Context: an optimization exercise on an open-source flow, tuned for small area and a short achievable clock period. The choices shown serve that exercise and are no tape-out recipe.
RTL that was checked went through simulation tests only; none was proved equivalent to the original.
Power is estimated from default activity; no workload was simulated.

==> inputs of v2 <==
==> flow/design.v (excerpt) <==
module distortion
#(
    parameter int WIDTH = 24
)
(
    input logic clk,
    input logic reset,
    input logic enable,
    input logic [WIDTH-1:0] in,
    input logic [WIDTH-1:0] gain,
    input logic [WIDTH-1:0] threshold,
    output logic [WIDTH-1:0] out
);
Settings: LEC_CHECK=0, CAP_MARGIN=20, CORE_MARGIN=2, CORE_UTILIZATION=40, SETUP_SLACK_MARGIN=0, SLEW_MARGIN=20; clock period 7.5 ns.
run.sh (not shown) runs the stock make flow with config.mk's settings and CLKGATE_MAP_FILE= SYNTH_SCRIPT=/design/flow/synth_recipe.tcl, a recipe that flattens the netlist after the stock synthesis.
==> inputs of v37, as changes to v2 <==
SETUP_SLACK_MARGIN = 4.7   (was 0)
==> comparison <==
In v2 the worst setup slack is lower than in v37, by 1.1 ns.
In v37 the count of clock-buffer cells in the layout is higher than in v2, by 2.
Sequential cell count is the same in v2 and v37.
In area after synthesis, v37 and v2 do not differ.
Clock skew: v37 is lower than v2 (0.016 ns).
In v2 the combinational power is smaller than in v37, by about 18%.
In synthesized cell count, v37 and v2 do not differ.
Of v2 and v37, v37 has the higher utilization (gap 6.5 points).
Function was not checked in any run of this note: the RTL went through the layout flow alone.


==> inputs of job 7484 <==
distortion, a different RTL version from the one above (not shown whole).
## distortion
module distortion
#(
    parameter int WIDTH = 24
)
(
    input logic clk,
    input logic reset,
    input logic enable,
    input logic [WIDTH-1:0] in,
    input logic [WIDTH-1:0] gain,
    input logic [WIDTH-1:0] threshold,
    output logic [WIDTH-1:0] out
);
clock: 7.5 ns
lec_check: 0
cap_margin: 20
core_margin: 2
core_utilization: 40
setup_slack_margin: 4.4
slew_margin: 20
tns_end_percent: 0
standard.sh (not shown) runs the stock make flow with config.mk's settings and CLKGATE_MAP_FILE= SYNTH_SCRIPT=/design/flow/synth_recipe.tcl, a recipe that flattens the netlist after the stock synthesis.
==> flow/flow/run.sh <==
#!/bin/bash
# The standard layout (standard.sh) with two changes:
#  1. after the standard synthesis, flow/fixinv.py chooses the polarity of each
#     full-adder cell so that fewer inverters sit between adders (a full adder
#     is self-dual); registers and logic function are unchanged;
#  2. buffer_ports puts plain buf_1 cells on the ports instead of the default
#     clkdlybuf4s50_1 delay buffers (every port still gets its buffer).
# Each tool's output goes to a log file here; ORFS keeps each step's log under
# orfs/logs/.
set -euo pipefail
export BUFFER_PORTS_ARGS="-buffer_cell sky130_fd_sc_hd__buf_1"
R=orfs/results/${FLOW_PLATFORM:-sky130hd}/distortion/base
bash standard.sh synth > standard_synth.log 2>&1
cp $R/1_2_yosys.v $R/1_2_yosys.std.v
python3 flow/fixinv.py $R/1_2_yosys.std.v $R/1_2_yosys.v > fixinv.log 2>&1
rm -f $R/1_synth.odb $R/1_synth.sdc
bash standard.sh > standard.log 2>&1
==> flow/flow/fixinv.py <==
#!/usr/bin/env python3
"""Move inverters around full adders in a mapped sky130 netlist.

A full adder is self-dual: FA(~a, ~b, ~c) = (~sum, ~cout). Yosys's adder
extraction leaves many single inverters between adder cells. This script
chooses, for every fa_* cell, whether it works on inverted signals, so that
as few inverters as possible are needed, then rebuilds the netlist with one
inverter per signal that still needs an inverted copy. The logic function of
every output and register input is unchanged; no register is touched.

usage: fixinv.py IN.v OUT.v
"""
import re
import sys
from collections import defaultdict

OUT_PINS = {"X", "Y", "Q", "Q_N", "SUM", "COUT", "HI", "LO", "GCLK"}
INV_RE = re.compile(r"sky130_fd_sc_hd__(inv|clkinv)_\d+$")
FA_RE = re.compile(r"sky130_fd_sc_hd__fa_\d+$")

src = open(sys.argv[1]).read()
inst_re = re.compile(r"^(\s*)(sky130_fd_sc_hd__\w+)\s+(\S+)\s*\((.*?)\);\s*$", re.S | re.M)
pin_re = re.compile(r"\.(\w+)\(\s*(.*?)\s*\)(?=\s*,|\s*$)", re.S)

hdr = src[:src.index(");")]
ports = set()
for m in re.finditer(r"^\s*(input|output)\s+(\[\d+:\d+\]\s+)?(\S+);", src, re.M):
    name = m.group(3)
    if m.group(2):
        hi, lo = map(int, re.findall(r"\d+", m.group(2)))
        for i in range(min(hi, lo), max(hi, lo) + 1):
            ports.add(f"{name}[{i}]")
    ports.add(name)

insts = []   # [type, name, [(pin, net)]]
for m in inst_re.finditer(src):
    pins = [(p, n.strip()) for p, n in pin_re.findall(m.group(4))]
    insts.append([m.group(2), m.group(3), pins, m.start(), m.end()])

driver = {}
for k, (typ, name, pins, _, _) in enumerate(insts):
    for p, n in pins:
        if p in OUT_PINS:
            driver[n] = (k, p)


def is_handled_inv(k):
    typ, name, pins, _, _ = insts[k]
    if not INV_RE.search(typ):
        return False
    d = dict(pins)
    a, y = d.get("A"), d.get("Y")
    if a is None or y is None:
        return False
    if y in ports or a == "clk" or y == "clk":
        return False
    if a.startswith("1'") or a.startswith("\\1'"):
        return False
    return True


handled = {k for k in range(len(insts)) if is_handled_inv(k)}


def resolve(net):
    """Follow handled inverters back to the base signal: (base_net, parity)."""
    q = 0
    seen = 0
    while net in driver and driver[net][0] in handled:
        k = driver[net][0]
        net = dict(insts[k][2])["A"]
        q ^= 1
        seen += 1
        if seen > 1000:
            raise SystemExit("inverter loop")
    return net, q


# consumer pins of non-handled cells
cons = []    # (inst k, pin index, base net, parity)
for k, (typ, name, pins, _, _) in enumerate(insts):
    if k in handled:
        continue
    for j, (p, n) in enumerate(pins):
        if p in OUT_PINS:
            continue
        b, q = resolve(n)
        cons.append((k, j, b, q))

fa = [k for k in range(len(insts)) if FA_RE.search(insts[k][0])]
flip = defaultdict(int)
by_src = defaultdict(list)
for c in cons:
    by_src[c[2]].append(c)
fa_inputs = defaultdict(list)
for c in cons:
    if FA_RE.search(insts[c[0]][0]):
        fa_inputs[c[0]].append(c)
fa_outnets = defaultdict(list)
for n, (k, p) in driver.items():
    if FA_RE.search(insts[k][0]):
        fa_outnets[k].append(n)


def fmt(n):
    return n + " " if n.startswith("\\") else n


def avail(net):
    d = driver.get(net)
    if d and FA_RE.search(insts[d[0]][0]):
        return flip[d[0]]
    return 0


def need(c):
    k, j, b, q = c
    pk = flip[k] if FA_RE.search(insts[k][0]) else 0
    return q ^ pk ^ avail(b)


def src_cost(b):
    return 1 if any(need(c) for c in by_src[b]) else 0


def local_cost(k):
    nets = set(fa_outnets[k]) | {c[2] for c in fa_inputs[k]}
    return sum(src_cost(b) for b in nets)


before = sum(src_cost(b) for b in by_src)


def greedy():
    for _ in range(50):
        changed = False
        for k in fa:
            c0 = local_cost(k)
            flip[k] ^= 1
            c1 = local_cost(k)
            if c1 < c0:
                changed = True
            else:
                flip[k] ^= 1
        if not changed:
            break


# greedy descent, then simulated annealing from the best state (fixed seed)
import random
import math
rng = random.Random(1)
greedy()
cur = sum(src_cost(b) for b in by_src)
best, best_flip = cur, dict(flip)
T = 2.0
for it in range(60000):
    k = fa[rng.randrange(len(fa))]
    c0 = local_cost(k)
    flip[k] ^= 1
    c1 = local_cost(k)
    d = c1 - c0
    if d <= 0 or rng.random() < math.exp(-d / T):
        cur += d
        if cur < best:
            best, best_flip = cur, dict(flip)
    else:
        flip[k] ^= 1
    T = max(0.05, T * 0.9999)
flip.clear()
flip.update(best_flip)
greedy()
after = sum(src_cost(b) for b in by_src)
print(f"fixinv: {len(handled)} inverters before, {after} after "
      f"(base signals needing an inverted copy: {before} -> {after}); "
      f"{sum(flip.values())} of {len(fa)} adders flipped", file=sys.stderr)

# rebuild
newnet = {}
extra = []
cnt = 0
for b in sorted(by_src):
    if src_cost(b):
        cnt += 1
        nn = f"_fixinv_n{cnt}_"
        newnet[b] = nn
        extra.append((nn, f"  sky130_fd_sc_hd__inv_1 _fixinv_i{cnt}_ (\n    .A({fmt(b)}),\n    .Y({nn})\n  );\n"))
newpins = {}
for c in cons:
    k, j, b, q = c
    newpins[(k, j)] = newnet[b] if need(c) else b

out = []
pos = 0
for k, (typ, name, pins, s, e) in enumerate(insts):
    out.append(src[pos:s])
    pos = e
    if k in handled:
        continue
    lines = []
    for j, (p, n) in enumerate(pins):
        lines.append(f"    .{p}({fmt(newpins.get((k, j), n))})")
    out.append(f"  {typ} {name} (\n" + ",\n".join(lines) + "\n  );")
tail = src[pos:]
out.append(tail)
text = "".join(out)
decl = "".join(f"  wire {nn};\n" for nn, _ in extra)
cells = "".join(c for _, c in extra)
i = text.rindex("endmodule")
text = text[:i] + cells + text[i:]
j = text.index("  wire ")
text = text[:j] + decl + text[j:]
open(sys.argv[2], "w").write(text)
==> inputs of job 4519, as changes to job 7484 <==
--- a/flow/design.v
+++ b/flow/design.v
@@ -1580,14 +1580,20 @@
     if (enable) begin
         x <= psum[43:20]; t <= threshold;
     end
 end
 wire        cmp_pos = x >= t;
 wire [25:0] neg_sum = {{2{x[23]}}, x} + {2'b00, t} + 26'h3FFFFFF;
 wire        cmp_neg = neg_sum[25];
 wire        cmp = x[23] ? cmp_neg : cmp_pos;
-wire [23:0] lvl = x[23] ? (~t + 24'd1) : t;
+wire [23:0] tor0 = {t[22:0], 1'b0};
+wire [23:0] tor1 = tor0 | {tor0[22:0], 1'b0};
+wire [23:0] tor2 = tor1 | {tor1[21:0], 2'b0};
+wire [23:0] tor3 = tor2 | {tor2[19:0], 4'b0};
+wire [23:0] tor4 = tor3 | {tor3[15:0], 8'b0};
+wire [23:0] tor5 = tor4 | {tor4[7:0], 16'b0};
+wire [23:0] lvl = t ^ ({24{x[23]}} & tor5);
 always_ff @(posedge clk or posedge reset) begin
     if (reset) out <= '0;
     else if (enable) out <= v3 ? (cmp ? lvl : x) : '0;
 end
 endmodule
--- a/flow/flow/fixinv.py
+++ b/flow/flow/fixinv.py
@@ -91,55 +91,62 @@
 flip = defaultdict(int)
 by_src = defaultdict(list)
 for c in cons:
     by_src[c[2]].append(c)
 fa_inputs = defaultdict(list)
 for c in cons:
     if FA_RE.search(insts[c[0]][0]):
         fa_inputs[c[0]].append(c)
+X2_RE = re.compile(r"sky130_fd_sc_hd__x(n?)or2_\d+$")
+# xor2/xnor2 cells: the output polarity is free (swap xor2 <-> xnor2)
+x2 = [k for k in range(len(insts)) if k not in handled and X2_RE.search(insts[k][0])]
 fa_outnets = defaultdict(list)
 for n, (k, p) in driver.items():
-    if FA_RE.search(insts[k][0]):
+    if FA_RE.search(insts[k][0]) or X2_RE.search(insts[k][0]):
         fa_outnets[k].append(n)
 
 
 def fmt(n):
     return n + " " if n.startswith("\\") else n
 
 
 def avail(net):
     d = driver.get(net)
-    if d and FA_RE.search(insts[d[0]][0]):
+    if d and (FA_RE.search(insts[d[0]][0]) or X2_RE.search(insts[d[0]][0])):
         return flip[d[0]]
     return 0
+
+
+ABS_RE = re.compile(r"sky130_fd_sc_hd__(ha|xor2|xnor2)_\d+$")
 
 
 def need(c):
     k, j, b, q = c
     pk = flip[k] if FA_RE.search(insts[k][0]) else 0
     return q ^ pk ^ avail(b)
 
 
 def src_cost(b):
-    return 1 if any(need(c) for c in by_src[b]) else 0
+    # half adders and xor cells absorb inversions (see below), so they do not count
+    return 1 if any(need(c) and not ABS_RE.search(insts[c[0]][0]) for c in by_src[b]) else 0
 
 
 def local_cost(k):
     nets = set(fa_outnets[k]) | {c[2] for c in fa_inputs[k]}
     return sum(src_cost(b) for b in nets)
 
 
 before = sum(src_cost(b) for b in by_src)
 
 
 def greedy():
     for _ in range(50):
         changed = False
-        for k in fa:
+        for k in fa + x2:
             c0 = local_cost(k)
             flip[k] ^= 1
             c1 = local_cost(k)
             if c1 < c0:
                 changed = True
             else:
                 flip[k] ^= 1
         if not changed:
@@ -150,35 +157,104 @@
 import random
 import math
 rng = random.Random(1)
 greedy()
 cur = sum(src_cost(b) for b in by_src)
 best, best_flip = cur, dict(flip)
 T = 2.0
 for it in range(60000):
-    k = fa[rng.randrange(len(fa))]
+    k = (fa + x2)[rng.randrange(len(fa) + len(x2))]
     c0 = local_cost(k)
     flip[k] ^= 1
     c1 = local_cost(k)
     d = c1 - c0
     if d <= 0 or rng.random() < math.exp(-d / T):
         cur += d
         if cur < best:
             best, best_flip = cur, dict(flip)
     else:
         flip[k] ^= 1
     T = max(0.05, T * 0.9999)
 flip.clear()
 flip.update(best_flip)
 greedy()
+# Half adders and 2-input xor cells can absorb inverted inputs by changing
+# cell: HA(~a, ~b) = (a ^ b, ~(a | b)), HA(~a, b) = (~(a ^ b), ~a & b),
+# xor(~a, b) = xnor(a, b). Cells that take this get new types and connect
+# straight to the signals.
+absorbed = set()
+retype = {}      # inst k -> list of replacement cells (type, name, [(pin, net)])
+HA_RE = re.compile(r"sky130_fd_sc_hd__ha_\d+$")
+pins_of = defaultdict(dict)
+for c in cons:
+    pins_of[c[0]][insts[c[0]][2][c[1]][0]] = c
+for k, (typ, name, pins, _, _) in enumerate(insts):
+    if k in handled:
+        continue
+    d = dict(pins)
+    if HA_RE.search(typ):
+        ca, cb = pins_of[k].get("A"), pins_of[k].get("B")
+        if ca is None or cb is None:
+            continue
+        na, nb = need(ca), need(cb)
+        if not (na or nb):
+            continue
+        a, b = ca[2], cb[2]
+        s_net, c_net = d.get("SUM"), d.get("COUT")
+        cells = []
+        if na and nb:
+            if s_net:
+                cells.append(("sky130_fd_sc_hd__xor2_1", name + "_x", [("A", a), ("B", b), ("X", s_net)]))
+            if c_net:
+                cells.append(("sky130_fd_sc_hd__nor2_1", name + "_c", [("A", a), ("B", b), ("Y", c_net)]))
+        else:
+            inv_, keep = (a, b) if na else (b, a)
+            if s_net:
+                cells.append(("sky130_fd_sc_hd__xnor2_1", name + "_x", [("A", a), ("B", b), ("Y", s_net)]))
+            if c_net:
+                cells.append(("sky130_fd_sc_hd__nor2b_1", name + "_c", [("A", inv_), ("B_N", keep), ("Y", c_net)]))
+        retype[k] = cells
+        absorbed.add(ca)
+        absorbed.add(cb)
+    elif X2_RE.search(typ):
+        ca, cb = pins_of[k].get("A"), pins_of[k].get("B")
+        if ca is None or cb is None:
+            continue
+        na, nb = need(ca), need(cb)
+        if not (na or nb or flip[k]):
+            continue
+        xnor = X2_RE.search(typ).group(1) == "n"
+        if na ^ nb ^ flip[k]:
+            xnor = not xnor
+        onet = d.get("Y") if "Y" in d else d.get("X")
+        if xnor:
+            cells = [("sky130_fd_sc_hd__xnor2_1", name, [("A", ca[2]), ("B", cb[2]), ("Y", onet)])]
+        else:
+            cells = [("sky130_fd_sc_hd__xor2_1", name, [("A", ca[2]), ("B", cb[2]), ("X", onet)])]
+        retype[k] = cells
+        absorbed.add(ca)
+        absorbed.add(cb)
+
+need_plain = need
+
+
+def need(c):
+    return 0 if c in absorbed else need_plain(c)
+
+
+def src_cost(b):
+    return 1 if any(need(c) for c in by_src[b]) else 0
+
+
 after = sum(src_cost(b) for b in by_src)
+print(f"fixinv: {len(retype)} half adders / xor cells rewritten", file=sys.stderr)
 print(f"fixinv: {len(handled)} inverters before, {after} after "
       f"(base signals needing an inverted copy: {before} -> {after}); "
-      f"{sum(flip.values())} of {len(fa)} adders flipped", file=sys.stderr)
+      f"{sum(flip[k] for k in fa)} of {len(fa)} adders and {sum(flip[k] for k in x2)} of {len(x2)} xor cells flipped", file=sys.stderr)
 
 # rebuild
 newnet = {}
 extra = []
 cnt = 0
 for b in sorted(by_src):
     if src_cost(b):
         cnt += 1
@@ -191,16 +267,22 @@
     newpins[(k, j)] = newnet[b] if need(c) else b
 
 out = []
 pos = 0
 for k, (typ, name, pins, s, e) in enumerate(insts):
     out.append(src[pos:s])
     pos = e
     if k in handled:
+        continue
+    if k in retype:
+        blocks = []
+        for t2, n2, p2 in retype[k]:
+            blocks.append(f"  {t2} {fmt(n2)} (\n" + ",\n".join(f"    .{p}({fmt(n)})" for p, n in p2) + "\n  );")
+        out.append("\n".join(blocks))
         continue
     lines = []
     for j, (p, n) in enumerate(pins):
         lines.append(f"    .{p}({fmt(newpins.get((k, j), n))})")
     out.append(f"  {typ} {name} (\n" + ",\n".join(lines) + "\n  );")
 tail = src[pos:]
 out.append(tail)
 text = "".join(out)
==> flow/config.mk (replaced) <==
export PLATFORM = sky130hd
export DESIGN_NAME = distortion
export DESIGN_NICKNAME = distortion
export VERILOG_FILES = /design/flow/design.v
export SDC_FILE = /design/flow/constraint.sdc
export NUM_CORES = 4
export LEC_CHECK = 0
export CAP_MARGIN = 20
export CORE_MARGIN = 2
export CORE_UTILIZATION = 60
export CTS_BUF_LIST = sky130_fd_sc_hd__clkbuf_4 sky130_fd_sc_hd__clkbuf_8
export CTS_CLUSTER_SIZE = 20
export SETUP_SLACK_MARGIN = 4.4
export SLEW_MARGIN = 20
export TNS_END_PERCENT = 0
==> inputs of job 9303, as changes to job 7484 <==
--- a/flow/flow/fixinv.py
+++ b/flow/flow/fixinv.py
@@ -91,55 +91,62 @@
 flip = defaultdict(int)
 by_src = defaultdict(list)
 for c in cons:
     by_src[c[2]].append(c)
 fa_inputs = defaultdict(list)
 for c in cons:
     if FA_RE.search(insts[c[0]][0]):
         fa_inputs[c[0]].append(c)
+X2_RE = re.compile(r"sky130_fd_sc_hd__x(n?)or2_\d+$")
+# xor2/xnor2 cells: the output polarity is free (swap xor2 <-> xnor2)
+x2 = [k for k in range(len(insts)) if k not in handled and X2_RE.search(insts[k][0])]
 fa_outnets = defaultdict(list)
 for n, (k, p) in driver.items():
-    if FA_RE.search(insts[k][0]):
+    if FA_RE.search(insts[k][0]) or X2_RE.search(insts[k][0]):
         fa_outnets[k].append(n)
 
 
 def fmt(n):
     return n + " " if n.startswith("\\") else n
 
 
 def avail(net):
     d = driver.get(net)
-    if d and FA_RE.search(insts[d[0]][0]):
+    if d and (FA_RE.search(insts[d[0]][0]) or X2_RE.search(insts[d[0]][0])):
         return flip[d[0]]
     return 0
+
+
+ABS_RE = re.compile(r"sky130_fd_sc_hd__(ha|xor2|xnor2)_\d+$")
 
 
 def need(c):
     k, j, b, q = c
     pk = flip[k] if FA_RE.search(insts[k][0]) else 0
     return q ^ pk ^ avail(b)
 
 
 def src_cost(b):
-    return 1 if any(need(c) for c in by_src[b]) else 0
+    # half adders and xor cells absorb inversions (see below), so they do not count
+    return 1 if any(need(c) and not ABS_RE.search(insts[c[0]][0]) for c in by_src[b]) else 0
 
 
 def local_cost(k):
     nets = set(fa_outnets[k]) | {c[2] for c in fa_inputs[k]}
     return sum(src_cost(b) for b in nets)
 
 
 before = sum(src_cost(b) for b in by_src)
 
 
 def greedy():
     for _ in range(50):
         changed = False
-        for k in fa:
+        for k in fa + x2:
             c0 = local_cost(k)
             flip[k] ^= 1
             c1 = local_cost(k)
             if c1 < c0:
                 changed = True
             else:
                 flip[k] ^= 1
         if not changed:
@@ -150,35 +157,104 @@
 import random
 import math
 rng = random.Random(1)
 greedy()
 cur = sum(src_cost(b) for b in by_src)
 best, best_flip = cur, dict(flip)
 T = 2.0
 for it in range(60000):
-    k = fa[rng.randrange(len(fa))]
+    k = (fa + x2)[rng.randrange(len(fa) + len(x2))]
     c0 = local_cost(k)
     flip[k] ^= 1
     c1 = local_cost(k)
     d = c1 - c0
     if d <= 0 or rng.random() < math.exp(-d / T):
         cur += d
         if cur < best:
             best, best_flip = cur, dict(flip)
     else:
         flip[k] ^= 1
     T = max(0.05, T * 0.9999)
 flip.clear()
 flip.update(best_flip)
 greedy()
+# Half adders and 2-input xor cells can absorb inverted inputs by changing
+# cell: HA(~a, ~b) = (a ^ b, ~(a | b)), HA(~a, b) = (~(a ^ b), ~a & b),
+# xor(~a, b) = xnor(a, b). Cells that take this get new types and connect
+# straight to the signals.
+absorbed = set()
+retype = {}      # inst k -> list of replacement cells (type, name, [(pin, net)])
+HA_RE = re.compile(r"sky130_fd_sc_hd__ha_\d+$")
+pins_of = defaultdict(dict)
+for c in cons:
+    pins_of[c[0]][insts[c[0]][2][c[1]][0]] = c
+for k, (typ, name, pins, _, _) in enumerate(insts):
+    if k in handled:
+        continue
+    d = dict(pins)
+    if HA_RE.search(typ):
+        ca, cb = pins_of[k].get("A"), pins_of[k].get("B")
+        if ca is None or cb is None:
+            continue
+        na, nb = need(ca), need(cb)
+        if not (na or nb):
+            continue
+        a, b = ca[2], cb[2]
+        s_net, c_net = d.get("SUM"), d.get("COUT")
+        cells = []
+        if na and nb:
+            if s_net:
+                cells.append(("sky130_fd_sc_hd__xor2_1", name + "_x", [("A", a), ("B", b), ("X", s_net)]))
+            if c_net:
+                cells.append(("sky130_fd_sc_hd__nor2_1", name + "_c", [("A", a), ("B", b), ("Y", c_net)]))
+        else:
+            inv_, keep = (a, b) if na else (b, a)
+            if s_net:
+                cells.append(("sky130_fd_sc_hd__xnor2_1", name + "_x", [("A", a), ("B", b), ("Y", s_net)]))
+            if c_net:
+                cells.append(("sky130_fd_sc_hd__nor2b_1", name + "_c", [("A", inv_), ("B_N", keep), ("Y", c_net)]))
+        retype[k] = cells
+        absorbed.add(ca)
+        absorbed.add(cb)
+    elif X2_RE.search(typ):
+        ca, cb = pins_of[k].get("A"), pins_of[k].get("B")
+        if ca is None or cb is None:
+            continue
+        na, nb = need(ca), need(cb)
+        if not (na or nb or flip[k]):
+            continue
+        xnor = X2_RE.search(typ).group(1) == "n"
+        if na ^ nb ^ flip[k]:
+            xnor = not xnor
+        onet = d.get("Y") if "Y" in d else d.get("X")
+        if xnor:
+            cells = [("sky130_fd_sc_hd__xnor2_1", name, [("A", ca[2]), ("B", cb[2]), ("Y", onet)])]
+        else:
+            cells = [("sky130_fd_sc_hd__xor2_1", name, [("A", ca[2]), ("B", cb[2]), ("X", onet)])]
+        retype[k] = cells
+        absorbed.add(ca)
+        absorbed.add(cb)
+
+need_plain = need
+
+
+def need(c):
+    return 0 if c in absorbed else need_plain(c)
+
+
+def src_cost(b):
+    return 1 if any(need(c) for c in by_src[b]) else 0
+
+
 after = sum(src_cost(b) for b in by_src)
+print(f"fixinv: {len(retype)} half adders / xor cells rewritten", file=sys.stderr)
 print(f"fixinv: {len(handled)} inverters before, {after} after "
       f"(base signals needing an inverted copy: {before} -> {after}); "
-      f"{sum(flip.values())} of {len(fa)} adders flipped", file=sys.stderr)
+      f"{sum(flip[k] for k in fa)} of {len(fa)} adders and {sum(flip[k] for k in x2)} of {len(x2)} xor cells flipped", file=sys.stderr)
 
 # rebuild
 newnet = {}
 extra = []
 cnt = 0
 for b in sorted(by_src):
     if src_cost(b):
         cnt += 1
@@ -191,16 +267,22 @@
     newpins[(k, j)] = newnet[b] if need(c) else b
 
 out = []
 pos = 0
 for k, (typ, name, pins, s, e) in enumerate(insts):
     out.append(src[pos:s])
     pos = e
     if k in handled:
+        continue
+    if k in retype:
+        blocks = []
+        for t2, n2, p2 in retype[k]:
+            blocks.append(f"  {t2} {fmt(n2)} (\n" + ",\n".join(f"    .{p}({fmt(n)})" for p, n in p2) + "\n  );")
+        out.append("\n".join(blocks))
         continue
     lines = []
     for j, (p, n) in enumerate(pins):
         lines.append(f"    .{p}({fmt(newpins.get((k, j), n))})")
     out.append(f"  {typ} {name} (\n" + ",\n".join(lines) + "\n  );")
 tail = src[pos:]
 out.append(tail)
 text = "".join(out)
==> flow/config.mk (replaced) <==
export PLATFORM = sky130hd
export DESIGN_NAME = distortion
export DESIGN_NICKNAME = distortion
export VERILOG_FILES = /design/flow/design.v
export SDC_FILE = /design/flow/constraint.sdc
export NUM_CORES = 4
export LEC_CHECK = 0
export CAP_MARGIN = 5
export CORE_MARGIN = 2
export CORE_UTILIZATION = 60
export CTS_BUF_LIST = sky130_fd_sc_hd__clkbuf_4 sky130_fd_sc_hd__clkbuf_8
export CTS_CLUSTER_SIZE = 20
export SETUP_SLACK_MARGIN = 4.2
export SLEW_MARGIN = 5
export TNS_END_PERCENT = 0
==> comparison <==
- Utilization, highest first: job 4519, job 9303, job 7484.
- In job 4519 the combinational power is higher than in job 9303, by 15%.
- Against job 7484, the setup slack of job 4519 is higher by 0.077 ns.
- The lowest clock-buffer cell count belongs to job 7484, the highest to job 9303.
- Die area: job 9303 is lower than job 7484 (35%).
- In job 4519 the design area is smaller than in job 7484, by about 2.2%.
- The highest cell count belongs to job 7484, the lowest to job 9303.
- Against job 4519, the register-to-register slack of job 7484 is worse by 0.08 ns.
- Clock skew: job 7484 < job 9303 < job 4519.
- First-iteration DRC count, highest first: job 4519, job 9303, job 7484.
For job 4519, only the layout was checked, not whether the RTL still works.

[re-timing with driven ports]
Ports are ideal in the flow. The routed layouts listed here were re-timed in OpenROAD. Step 1 sets driving cells, clkbuf_16 on the clock port and buf_2 on the other inputs (assumed; they add their load-dependent delay and slew). Step 2 also shifts input and output timing later by t, the mid clock arrival at the registers, as if the neighbouring blocks saw the same clock. a / b / c = no drivers / after step 1 / after step 2; a / b = the first two.
run | t (ns) | setup WS [ns] | cell pins on the clock port's net
v2 | 0.618 | 2.914 / 2.914 / 2.914 | 1
v37 | 0.617 | 4.050 / 4.050 / 3.857 | 1
job 7484 | 0.647 | 4.187 / 4.187 / 4.123 | 1
job 4519 | 0.697 | 4.264 / 4.264 / 4.264 | 1
job 9303 | 0.639 | 4.183 / 4.183 / 4.183 | 1
After both steps setup and hold are still met in every run listed. For v37, which loses most, drivers alone change the setup slack by 0.000 ns; drivers and shift together by -0.193 ns.
